Context: an optimization exercise on an open-source flow, tuned for small area. The choices shown serve that exercise and are no tape-out recipe.
Where RTL was checked, it was by simulation tests only, not by an equivalence proof against the original.
The clock port is modelled as an ideal driver; clocking choices that lean on that would not hold on a real chip.
Power figures rest on the tool's default switching activity, not on a simulated workload.

before:
==> flow/design.v (excerpt) <==
module Basys3_Abacus_Top(
    input clk,
    input rst,
    input btnC,
    input btnR,
    input btnU,
    input [15:0] sw,
    output [6:0] seg,
    output dp,
    output [3:0] an,
    output [15:0] led
);
For scale: ~360 cells after synthesis, ~49 I/O pins, about 3000 um^2 of cells after synthesis.
==> module Basys3_Abacus_Top, before the edit <==
module Basys3_Abacus_Top(
    input clk,
    input rst,
    input btnC,
    input btnR,
    input btnU,
    input [15:0] sw,
    output [6:0] seg,
    output dp,
    output [3:0] an,
    output [15:0] led
);
reg [4:0] c;
reg [6:0] u;
always @(posedge clk) begin
    if (rst) c <= 5'd0;
    else c <= c + 5'd1;
end
always @(posedge clk) begin
    if (rst) u <= 7'b0000001;
    else if (c[2:0] == 3'd7) u <= (u == 7'b1110000) ? 7'b0000001 : {u[5:0], u[6] ^ u[5]};
end
wire slow_tick = (c == 5'd16);    
wire deb_new   = (c == 5'd17);    
wire set_pulse = (c == 5'd18);    
wire sec_tick  = (u == 7'b1000100) && (c[2:0] == 3'd4);    
reg [1:0] qc, qr, qu;
reg qc3, qr3, qu3;
always @(posedge clk) begin
    if (rst) begin
        qc <= 2'd0; qr <= 2'd0; qu <= 2'd0;
    end else if (slow_tick) begin
        qc <= {qc[0], btnC};
        qr <= {qr[0], btnR};
        qu <= {qu[0], btnU};
    end
end
always @(posedge clk) begin
    if (slow_tick) begin
        qr3 <= qr[1]; qu3 <= qu[1];
    end
end
always @(posedge clk) qc3 <= qc[1];
wire degC = qc[1] & ~qc3;    
wire degR = qr[1] & ~qr3;
wire degU = qu[1] & ~qu3;
wire set_time_mode = sw[1] & ~sw[0];
reg sel;
always @(posedge clk) begin
    if (rst) sel <= 1'b0;
    else if (degR & set_pulse) sel <= ~sel;
end
wire set_minutes = set_pulse & degU & sel;
wire set_hours   = set_pulse & degU & ~sel;
reg [5:0] sec, mn;
reg [4:0] hr;
reg sec_roll, mn_roll, mn_prev, hr_prev;
always @(posedge clk) begin
    if (rst) begin
        sec <= 6'd0; sec_roll <= 1'b0;
    end else if (sec_tick) begin
        if (sec == 6'd59) begin sec <= 6'd0; sec_roll <= 1'b1; end
        else begin sec <= sec + 6'd1; sec_roll <= 1'b0; end
    end
end
wire mn_inc = set_time_mode ? set_minutes : sec_roll;
wire mn_tick = mn_inc & ~mn_prev;
always @(posedge clk) mn_prev <= mn_inc;
always @(posedge clk) begin
    if (rst) begin
        mn <= 6'd0; mn_roll <= 1'b0;
    end else begin
        if (mn_tick) begin
            if (mn == 6'd59) begin mn <= 6'd0; mn_roll <= 1'b1; end
            else begin mn <= mn + 6'd1; mn_roll <= 1'b0; end
        end
    end
end
wire hr_inc = set_time_mode ? set_hours : mn_roll;
wire hr_tick = hr_inc & ~hr_prev;
always @(posedge clk) hr_prev <= hr_inc;
always @(posedge clk) begin
    if (rst) begin
        hr <= 5'd0;
    end else begin
        if (hr_tick) hr <= (hr == 5'd23) ? 5'd0 : hr + 5'd1;
    end
end
assign led = {16{(mn == sw[9:4]) && ({1'b0, hr} == sw[15:10])}};
reg run;
always @(posedge clk) begin
    if (rst) run <= 1'b0;
    else if (degC & deb_new) run <= ~run;
end
wire sw_en = ~sw[1] & sw[0] & run;
reg [2:0] dcnt;
reg dtmp;
always @(posedge clk) begin
    if (rst) begin
        dcnt <= 3'd0; dtmp <= 1'b0;
    end else if (sw_en) begin
        if (dcnt == 3'd7) dcnt <= 3'd1;
        else if (dcnt == 3'd4) begin dcnt <= dtmp ? 3'd0 : 3'd7; dtmp <= ~dtmp; end
        else dcnt <= dcnt + 3'd1;
    end else if (dcnt == 3'd7) dcnt <= 3'd0;
end
wire ms_tick = (dcnt == 3'd7);
reg [6:0] ms, ss;
reg ss_tick;
always @(posedge clk) begin
    if (rst || degR) begin
        ms <= 7'd0; ss_tick <= 1'b0;
    end else begin
        ss_tick <= ms_tick && (ms == 7'd99);
        if (ms_tick) ms <= (ms == 7'd99) ? 7'd0 : ms + 7'd1;
    end
end
always @(posedge clk) begin
    if (rst || degR) ss <= 7'd0;
    else if (ss_tick) ss <= (ss == 7'd99) ? 7'd0 : ss + 7'd1;
end
wire [1:0] s = c[3:2];
reg [6:0] v;
always @(*) begin
    case (sw[1:0])
        2'b01: v = s[1] ? ss : ms;
        2'b11: v = 7'd0;
        default: v = btnC ? (s[1] ? 7'd0 : {1'b0, sec}) : (s[1] ? {2'b0, hr} : {1'b0, mn});
    endcase
end
wire [3:0] tens = v / 7'd10;
wire [3:0] ones = v % 7'd10;
reg [3:0] digit;
always @(posedge clk) begin
    if (rst) digit <= 4'd0;
    else digit <= s[0] ? tens : ones;
end
wire [6:0] a_to_g;
assign a_to_g[0] = (digit[0] & ~digit[1] & ~digit[2] & ~digit[3]) | (~digit[0] & ~digit[1] & digit[2]);
assign a_to_g[1] = (digit[0] & ~digit[1] & digit[2]) | (~digit[0] & digit[1] & digit[2]);
assign a_to_g[2] = (~digit[0] & digit[1] & ~digit[2]);
assign a_to_g[3] = (digit[0] & ~digit[1] & ~digit[2] & ~digit[3]) | (~digit[0] & ~digit[1] & digit[2]) | (digit[0] & digit[1] & digit[2]);
assign a_to_g[4] = (digit[0]) | (~digit[1] & digit[2]);
assign a_to_g[5] = (digit[0] & ~digit[2] & ~digit[3]) | (digit[1] & ~digit[2]) | (digit[0] & digit[1]);
assign a_to_g[6] = (~digit[1] & ~digit[2] & ~digit[3]) | (digit[0] & digit[1] & digit[2]);
assign seg = a_to_g;
assign dp = 1'b1;
assign an = ~(4'b0001 << s);
endmodule
Settings: LEC_CHECK=0, ABC_AREA=1, CAP_MARGIN=20, CORE_MARGIN=2, CORE_UTILIZATION=75, PLACE_DENSITY=0.95, SLEW_MARGIN=20; clock period 10.0 ns.
standard.sh (not shown) runs the stock make flow with config.mk's settings and CLKGATE_MAP_FILE= SYNTH_SCRIPT=/design/flow/synth_recipe.tcl, a recipe that flattens the netlist after the stock synthesis.
==> flow/flow/run.sh <==
#!/bin/bash
# Own layout flow: the standard synthesis, then the combinational logic re-mapped for
# area (registers untouched, equivalence proven by Yosys), then the standard layout.
set -euo pipefail
W=$PWD
R=$W/orfs/results/${FLOW_PLATFORM:-sky130hd}/Basys3_Abacus_Top/base
bash standard.sh synth > $W/standard_synth.log 2>&1
cp $R/1_2_yosys.v $W/std_netlist.v
if bash flow/reopt.sh $W/std_netlist.v $W/reopt_netlist.v $W/reopt > $W/reopt.log 2>&1 \
   && grep -q "Equivalence successfully proven" $W/reopt/equiv_yosys.log \
   && ! grep -q '\$' $W/reopt/reopt_stat.txt \
   && [[ ! -s $W/reopt/regs.diff ]]; then
  echo "using the re-mapped netlist" >> $W/reopt.log
  cp $W/reopt_netlist.v $R/1_2_yosys.v
  rm -f $R/1_synth.odb $R/1_synth.sdc
else
  echo "keeping the standard netlist" >> $W/reopt.log
fi
if [[ -f flow/cts_args ]]; then
  export CTS_ARGS="$(cat flow/cts_args)"
fi
if [[ -f flow/post_cts.tcl ]]; then
  export POST_CTS_TCL="$W/flow/post_cts.tcl"
fi
if [[ -f flow/port_buffer ]]; then
  export BUFFER_PORTS_ARGS="-buffer_cell $(cat flow/port_buffer)"
fi
bash standard.sh finish > $W/standard_finish.log 2>&1
Other scripts of this flow, unchanged in this note and not shown: flow/flow/area.abc, flow/flow/areaB.abc, flow/flow/areaC.abc, flow/flow/cts_args, flow/flow/dont_use.txt, flow/flow/port_buffer, flow/flow/post_cts.tcl, flow/flow/reopt.sh
## Diff of input files: after against before
-- flow/design.v --
<<< before, line 50
always @(posedge clk) begin
    if (rst) sel <= 1'b0;
    else if (degR & set_pulse) sel <= ~sel;
end
wire set_minutes = set_pulse & degU & sel;
wire set_hours   = set_pulse & degU & ~sel;
reg [5:0] sec, mn;
reg [4:0] hr;
>>> after, line 50
always @(posedge clk) begin
    if (rst) sel <= 1'b0;
    else if (degR & deb_new) sel <= ~sel;
end
wire sel_prev = sel ^ degR;
wire set_minutes = set_pulse & degU & sel_prev;
wire set_hours   = set_pulse & degU & ~sel_prev;
reg [5:0] sec, mn;
reg [4:0] hr;
Notes after the runs:
In after, the area growth from synthesis to layout came out 0.41 points above the value in before. The wire length on met1 of before and that of after are within noise of each other. Of before and after, the run reporting the lower fmax was before. Comparing the two runs side by side, after comes out behind before on via count. Worst vdd rail ir drop (before / after): 1.15. Relative to before, met2 wire length has gone down in after. after vs. before: largest stage delay on the critical path down 0.16 ns; post-route worst setup slack shows an increase of 0.16 ns. Run comparison: before startpoint of the worst setup timing path sw[8]; after startpoint of the worst setup timing path sw[5].
Function not checked in after: the RTL went through the layout flow alone.

what the ideal ports hide:
The results above use ideal ports. As a check the final layouts listed here were re-extracted and re-timed, cells and wires unchanged. Step 1, drivers: a clkbuf_16 drives clk and a buf_2 each remaining input, both assumed. Step 2 times the ports against the registers' clock, not the clock port: input delays grow and output delays shrink by t, the midpoint of the rising clock arrivals with the driver on. a / b / c = no drivers / after step 1 / after step 2; a / b = the first two.
| run | shift t [ns] | setup WS [ns] | hold WS [ns] | clock arrival spread, ns | cell pins on the clock port's net |
|---|---|---|---|---|---|
| before | 0.365 | 4.165 / 4.142 / 4.142 | 0.379 / 0.379 / 0.379 | 0.017 / 0.018 | 1 |
| after | 0.366 | 4.325 / 4.303 / 4.303 | 0.384 / 0.384 / 0.384 | 0.028 / 0.028 | 1 |
After both steps setup and hold are still met in every run listed. The setup slack of before, which loses most, moves by -0.023 ns with the drivers and by -0.023 ns with both steps.
